This is an optimization exercise on Yosys and OpenROAD, whose aim is small area, a short achievable clock period and few clock cycles per item, not a production implementation. Only simulation tests tie the RTL to the original design; equivalence was not proved. Power is estimated from default activity; no workload was simulated.

**config.mk**
```make
export PLATFORM = sky130hd
export DESIGN_NAME = shift_add_multiplier
export DESIGN_NICKNAME = shift_add_multiplier
export VERILOG_FILES = /design/flow/design.v
export SDC_FILE = /design/flow/constraint.sdc
export NUM_CORES = 4
export LEC_CHECK = 0
export CAP_MARGIN = 20
export CORE_MARGIN = 2
export CORE_UTILIZATION = 40
export SLEW_MARGIN = 20
```
**constraint.sdc**
```tcl
create_clock -name core_clock -period 5.5 [get_ports {i_clk}]
set_input_delay 1.1000 -clock core_clock [delete_from_list [all_inputs] [get_ports {i_clk}]]
set_output_delay 1.1000 -clock core_clock [all_outputs]
set_load 0.01 [all_outputs]
```
**design.v**
```verilog
`default_nettype none
module shift_add_multiplier_unit #(
    parameter OPERAND_WIDTH = 16
) (
    input logic i_clk,
    input logic i_reset,
    input logic i_operands_valid,
    input logic [OPERAND_WIDTH-1:0] i_operand_a,
    input logic [OPERAND_WIDTH-1:0] i_operand_b,
    output logic o_result_valid,
    output logic [OPERAND_WIDTH*2-1:0] o_result
);
    logic [$clog2(OPERAND_WIDTH):0] counter;
    logic [OPERAND_WIDTH*2-1:0] operand_a;
    logic [OPERAND_WIDTH-2:0] operand_b;
    logic [OPERAND_WIDTH*2-1:0] result;
    logic [OPERAND_WIDTH*2-2:0] accumulator;
    assign result = accumulator + ((operand_b[0]) ? operand_a : 0);
    always_ff @(posedge i_clk) begin
        if (i_reset) begin
            counter <= 0;
            operand_a <= 0;
            operand_b <= 0;
            accumulator <= 0;
        end else if ((counter == 0 || counter == OPERAND_WIDTH-1) && i_operands_valid) begin
            accumulator <= (i_operand_b[0]) ? i_operand_a : 0;
            operand_a <= { { (OPERAND_WIDTH-1){ 1'b0 } }, i_operand_a, 1'b0 };
            operand_b <= { 1'b0, i_operand_b[OPERAND_WIDTH-1:1] };
            counter <= 1;
        end else if (counter != 0) begin
            accumulator <= result;
            operand_a <= { operand_a[OPERAND_WIDTH*2-2:0], 1'b0};
            operand_b <= { 1'b0, operand_b[OPERAND_WIDTH-2:1] };
            counter <= (counter == OPERAND_WIDTH-1) ? 0 : counter + 1;
        end
    end
    assign o_result_valid = (counter == OPERAND_WIDTH-1);
    assign o_result = result;
endmodule
module shift_add_multiplier #(
    parameter OPERAND_WIDTH = 16
) (
    input logic i_clk,
    input logic i_reset,
    input logic i_operands_valid,
    input logic [OPERAND_WIDTH-1:0] i_operand_a,
    input logic [OPERAND_WIDTH-1:0] i_operand_b,
    output logic o_result_valid,
    output logic [OPERAND_WIDTH*2-1:0] o_result
);
    logic [$clog2(OPERAND_WIDTH):0] counter;
    logic [OPERAND_WIDTH-2:0] in_valid_vector;
    logic [OPERAND_WIDTH-2:0] out_valid_vector;
    logic [OPERAND_WIDTH*2-1:0] result_vector[OPERAND_WIDTH-2:0];
    logic result_valid;
    logic [OPERAND_WIDTH*2-1:0] result;
    always_ff @(posedge i_clk) begin
        if (i_reset) begin
            counter <= 0;
            result_valid <= 1'b0;
            result <= 0;
        end else begin
            counter <= (counter == OPERAND_WIDTH-2) ? 0 : counter + 1;
            result_valid <= |out_valid_vector;
            result <= result_vector[counter];
        end
    end
    always_comb begin
        for (int i = 0; i < OPERAND_WIDTH-1; i++) begin
            in_valid_vector[i] = i_operands_valid && counter == i;
        end
    end
    genvar k;
    generate
    for (k = 0; k < OPERAND_WIDTH - 1; k++) begin : g_units
        shift_add_multiplier_unit #(
            .OPERAND_WIDTH(OPERAND_WIDTH)
        ) unit (
            .i_clk(i_clk),
            .i_reset(i_reset),
            .i_operands_valid(in_valid_vector[k]),
            .i_operand_a(i_operand_a),
            .i_operand_b(i_operand_b),
            .o_result_valid(out_valid_vector[k]),
            .o_result(result_vector[k])
        );
    end
    endgenerate
    assign o_result_valid = result_valid;
    assign o_result = result;
endmodule
```
**run.sh**
```bash
#!/bin/bash
# synth_recipe.tcl (not shown) runs the flow's synth.tcl, then flattens the netlist and writes it again
# the make line also repeats each setting of config.mk as NAME=value (left out here)
make -C /OpenROAD-flow-scripts/flow DESIGN_CONFIG=/design/flow/config.mk WORK_HOME=/design/flow/orfs CLKGATE_MAP_FILE= SYNTH_SCRIPT=/design/flow/synth_recipe.tcl finish
```
==> run notes <==
## area by class of cell
| cell class | count | share of cell area |
|---|---|---|
| inverters | 159 | 0.00682 |
| clock buffers | 217 | 0.0515 |
| diodes | 10 | 0.000286 |
| multi-input cells | 8026 | 0.568 |
| flip-flops and latches | 1268 | 0.290 |
| clock inverters | 66 | 0.0110 |
| well taps | 2542 | 0.0364 |
| repair buffers | 374 | 0.0359 |
## cell families (layout without fill, tap and decap cells)
| family | Yosys count | in the layout | synth area share |
|---|---|---|---|
| adder cells (fa/ha/maj) | 499 | 499 | 0.0814 |
| multiplexers | 35 | 35 | 0.00453 |
| XOR/XNOR | 430 | 430 | 0.0482 |
| buffers and inverters | 926 | 816 | 0.0447 |
| other | 0 | 10 | 0 |
| flip-flops | 1268 | 1268 | 0.325 |
| AND/OR/NAND/NOR | 4123 | 4123 | 0.237 |
| AO/OA/AOI/OAI | 2939 | 2939 | 0.259 |
## worst max-delay path: stages, from the launching register on
cell and delay (ns):
dfxtp_2 0.62, and2_1 0.21, ha_1 0.28, a21oi_1 0.31
a211oi_1 0.14, nor3_1 0.69, a31oi_1 0.22, nor2b_1 0.40
xnor2_1 0.15, a221o_1 0.44, a221oi_1 0.79, nand4_1 0.45
a221oi_1 0.37, a221oi_1 0.15
## power by group through the flow
stage,combinational [mW],clock [mW],sequential (mW)
3_5_place_dp,7.22,0,10.7
6_report,7.46,11.2,10.5
5_1_grt,7.94,11.7,10.6
2_1_floorplan,4.49,0,10.5
4_1_cts,7.23,11.3,10.5
3_3_place_gp,7.09,0,10.7
## metrics by stage
| step | std cells | hold slack [ns] | util | setup slack (ns) | power [mW] |
|---|---|---|---|---|---|
| detailed placement | 12400 | 0.447 | 0.422 | 0.194 | 17.9 |
| floorplan | 10200 | 0.427 | - | 1.63 | 15.0 |
| finish | 12700 | 0.443 | 0.450 | 0.103 | 29.2 |
| global route | 12700 | 0.465 | 0.450 | 0.0284 | 30.2 |
| global placement | 12400 | 0.440 | 0.422 | 0.139 | 17.8 |
| CTS | 12700 | 0.455 | 0.450 | 0.167 | 29.1 |
## Yosys cell counts (15+ instances only)
| cell | instances |
|---|---|
| a2111oi_0 | 16 |
| and2_1 | 508 |
| a221o_1 | 19 |
| nand4_1 | 90 |
| o21bai_1 | 68 |
| a22o_1 | 18 |
| fa_1 | 15 |
| clkbuf_1 | 698 |
| a21oi_1 | 808 |
| nand2b_1 | 30 |
| and4_1 | 18 |
| o21a_1 | 62 |
| a311oi_1 | 177 |
| o21ai_0 | 282 |
| o21ai_1 | 34 |
| o22ai_1 | 28 |
| a221oi_1 | 82 |
| nand3_1 | 351 |
| and3_1 | 65 |
| nor2b_1 | 47 |
| xnor2_1 | 272 |
| or2_2 | 19 |
| nor4_1 | 33 |
| a211o_1 | 17 |
| xor2_1 | 158 |
| a222oi_1 | 230 |
| buf_1 | 58 |
| inv_1 | 158 |
| a31oi_1 | 249 |
| o31a_1 | 19 |
| o31ai_1 | 30 |
| mux2i_1 | 32 |
| a22oi_1 | 311 |
| nor3_1 | 158 |
| a21o_1 | 167 |
| nor2_1 | 1107 |
| o221ai_1 | 15 |
| dfxtp_1 | 1268 |
| or3_1 | 24 |
| o211ai_1 | 49 |
| ha_1 | 484 |
| a211oi_1 | 111 |
| nand2_1 | 1615 |
## worst max path at each step
| stage | from | end | slack, ns |
|---|---|---|---|
| 2_1_floorplan | g_units[7].unit.operand_b[0]$_SDFFE_PP0N_ | result[29]$_SDFF_PP0_ | 1.63 |
| 3_3_place_gp | g_units[10].unit.operand_b[0]$_SDFFE_PP0N_ | result[30]$_SDFF_PP0_ | 0.14 |
| 3_5_place_dp | g_units[11].unit.operand_b[0]$_SDFFE_PP0N_ | result[20]$_SDFF_PP0_ | 0.19 |
| 4_1_cts | g_units[11].unit.operand_b[0]$_SDFFE_PP0N_ | result[20]$_SDFF_PP0_ | 0.17 |
| 5_1_grt | g_units[10].unit.operand_b[0]$_SDFFE_PP0N_ | result[30]$_SDFF_PP0_ | 0.03 |
| 6_report | g_units[11].unit.operand_b[0]$_SDFFE_PP0N_ | result[20]$_SDFF_PP0_ | 0.10 |
## registers in the layout, indices dropped and copies added (netlist names)
signal,count
g_units.unit.operand_b,225
result_valid,1
g_units.unit.counter,75
counter,5
g_units.unit.operand_a,465
g_units.unit.accumulator,465
result,32
## repair_timing
action / CTS / global route
setup endpoints to repair: 0 / 2
gates resized for setup: 0 / 2
endpoints found under the hold margin: 0 / 0
## routing by layer
metal	wire length (microns)	part of all wire	global-route usage
met3	32200	0.090	0.0756
met4	29500	0.083	0.248
met2	145000	0.41	0.492
met1	150000	0.42	0.459
met5	83	0.00023	0
==> key figures <==
STA
  • Clk_skew: 0.0551 ns
  • Pins Over Slew Limit: 0
  • Worst-Margin Slew: roughly 1.3 ns
  • Unrepaired setup endpoints after global routing: no
  • Slew Limit Headroom: 0.105
  • Setup TNS: 0 ns
  • Fmax: 185 MHz
  • Period minus WS final: 5.40 ns
  • Final Setup Violations: 0
  • Tcrit/Tclk final: 0.981
  • Hold Vio Cnt, Final: 0

Power
  • LEAKAGE: 33.6 nW
  • Pwr dens: 334 nW/um^2
  • Combinational power share: 0.256
  • Clk pwr share: 0.383
  • Sequential power share: 0.361
  • P_int: 18.5 mW
  • Sw Pwr: 10.7 mW
  • Peak VDD IR: 266 uV
  • Switching part of the total: 0.366

Setup path
  • Crit path arrival time: 6.08 ns
  • Critical path class: reg -> reg
  • Crit path max fanout: 25
  • Worst R2R Setup Slack: 0.10 ns
  • R2R Path Start: g_units[11].unit.operand_b[0]$_SDFFE_PP0N_
  • Required time worst endpoint: 6.18 ns
  • R2r endpoint: result[20]$_SDFF_PP0_
  • Reg2reg path depth: 13
  • Type of origin of the critical path: register
  • Worst setup EP type: register

Place
  • Final HPWL from detailed placement: about 270 mm
  • Placement Cell Area: 81900 sq um
  • IO Port Bufs: 67
  • RePlAce Congestion: about 1.1

Die
  • Top Ports: 68
  • Die height: 446 microns
  • Core Box Area: around 200000 sq um
  • Starting Density: 0.402
  • Die X: 446 microns
  • # rows: 162
  • Die Area: 199000 sq um

Global route
  • Pin count of the biggest net entering global routing: 167
  • Global-route wire length before repair: 512 mm
  • Congestion Overflow GR: 0
  • GRT Total Usage: 0.346
  • Initial antenna violation count: 20
  • Vias in the first global route: 72200

Final layout
  • Fillers: 19300
  • Area of the multi-input gates: 49700 sq um
  • Share of cells above drive strength 1: 0.0704
  • Fin area: between 80000 and 90000 sq um
  • Synthesis-to-finish area growth: 12.0%
  • Most common cell after layout, fill and taps aside: nand2_1
  • # nets final: between 10000 and 15000
  • Most frequent cells in the layout: nand2_1, dfxtp_1, nor2_1, a21oi_1, and2_1
  • Register area: approximately 25000 sq um

Worst hold path
  • WHS Endpoint: g_units[13].unit.operand_a[31]$_SDFFE_PP0P_
  • Hold WC Path Type: reg -> reg
  • Hold Crit Depth: 2
  • Hold Crit Start: g_units[13].unit.operand_a[30]$_SDFFE_PP0P_

Detailed routing
  • WL per Instance: 28.2 microns
  • DRC: 0
  • DRT Pass-1 Iters: 12
  • Vias/cell: 6.29
  • DRT Wirelength: 357 mm
  • ANT nets after route: 0
  • DR vias: between 70000 and 80000
  • 1st-iter DRT viols: 10500

CTS
  • Setup Fix Bufs, Post-CTS: 0
  • Clock transition at path regs: ~0.07 ns
  • Clock Path Buffers: 3
  • Max H-tree Level: 4
  • Worst-Skew Late Latency: 0.85 ns
  • CTS sink count: 1268
  • Cts bufs inserted: 155
  • Hold_buf cts: 0
  • CTS root buffer: clkbuf_16
  • CTS tree: built

Run status
  • Run status: timing/DRC/antenna clean

Synth
  • Seq/Total Area, Yosys: 0.325
  • Flops & latches, synth: 1268
  • Leading area contributor after synthesis: dfxtp_1
  • Syn nets: 10800
  • Post-synth EDFFs: 0
  • Most used DFF post-synth: dfxtp_1
  • Post-synth top area share: 0.325
  • Avg Inst Size Synth: 7.64 sq um
  • Largest cells by area after synthesis: dfxtp_1, nand2_1, ha_1
  • Cell Area, Synth: about 80000 sq um
  • Synth async-reset ratio: 0
  • Warnings, synthesis: 3
  • Gate Count Post-Synth: 10200
  • Post-synthesis cell type count: 94

Job
  • Max Cap Viol: 0
Testbench counts, summed over its fixed seeds: cycles 40,064, items 40,000.

[port drivers added, routing unchanged]
The flow's constraints put no driver on any port. The routed layout listed below was extracted and timed again, unchanged, in two steps.
Step 1, drivers: a clkbuf_16 drives i_clk and a buf_2 each remaining input, both assumed.
Step 2 also shifts input and output timing later by t, the mid clock arrival at the registers, as if the neighbouring blocks saw the same clock.
Three values: ideal ports, drivers, drivers and shift; two values: the first two.
t (ns): 0.911
setup WS [ns]: 0.103 / 0.103 / 0.103
hold WS [ns]: 0.443 / 0.443 / 0.443
latest minus earliest clock arrival (ns): 0.056 / 0.056
worst data-port slew with drivers (ns): 0.09
After both steps setup and hold are still met in this run. For this run, drivers alone change the setup slack by 0.000 ns; drivers and shift together by 0.000 ns.
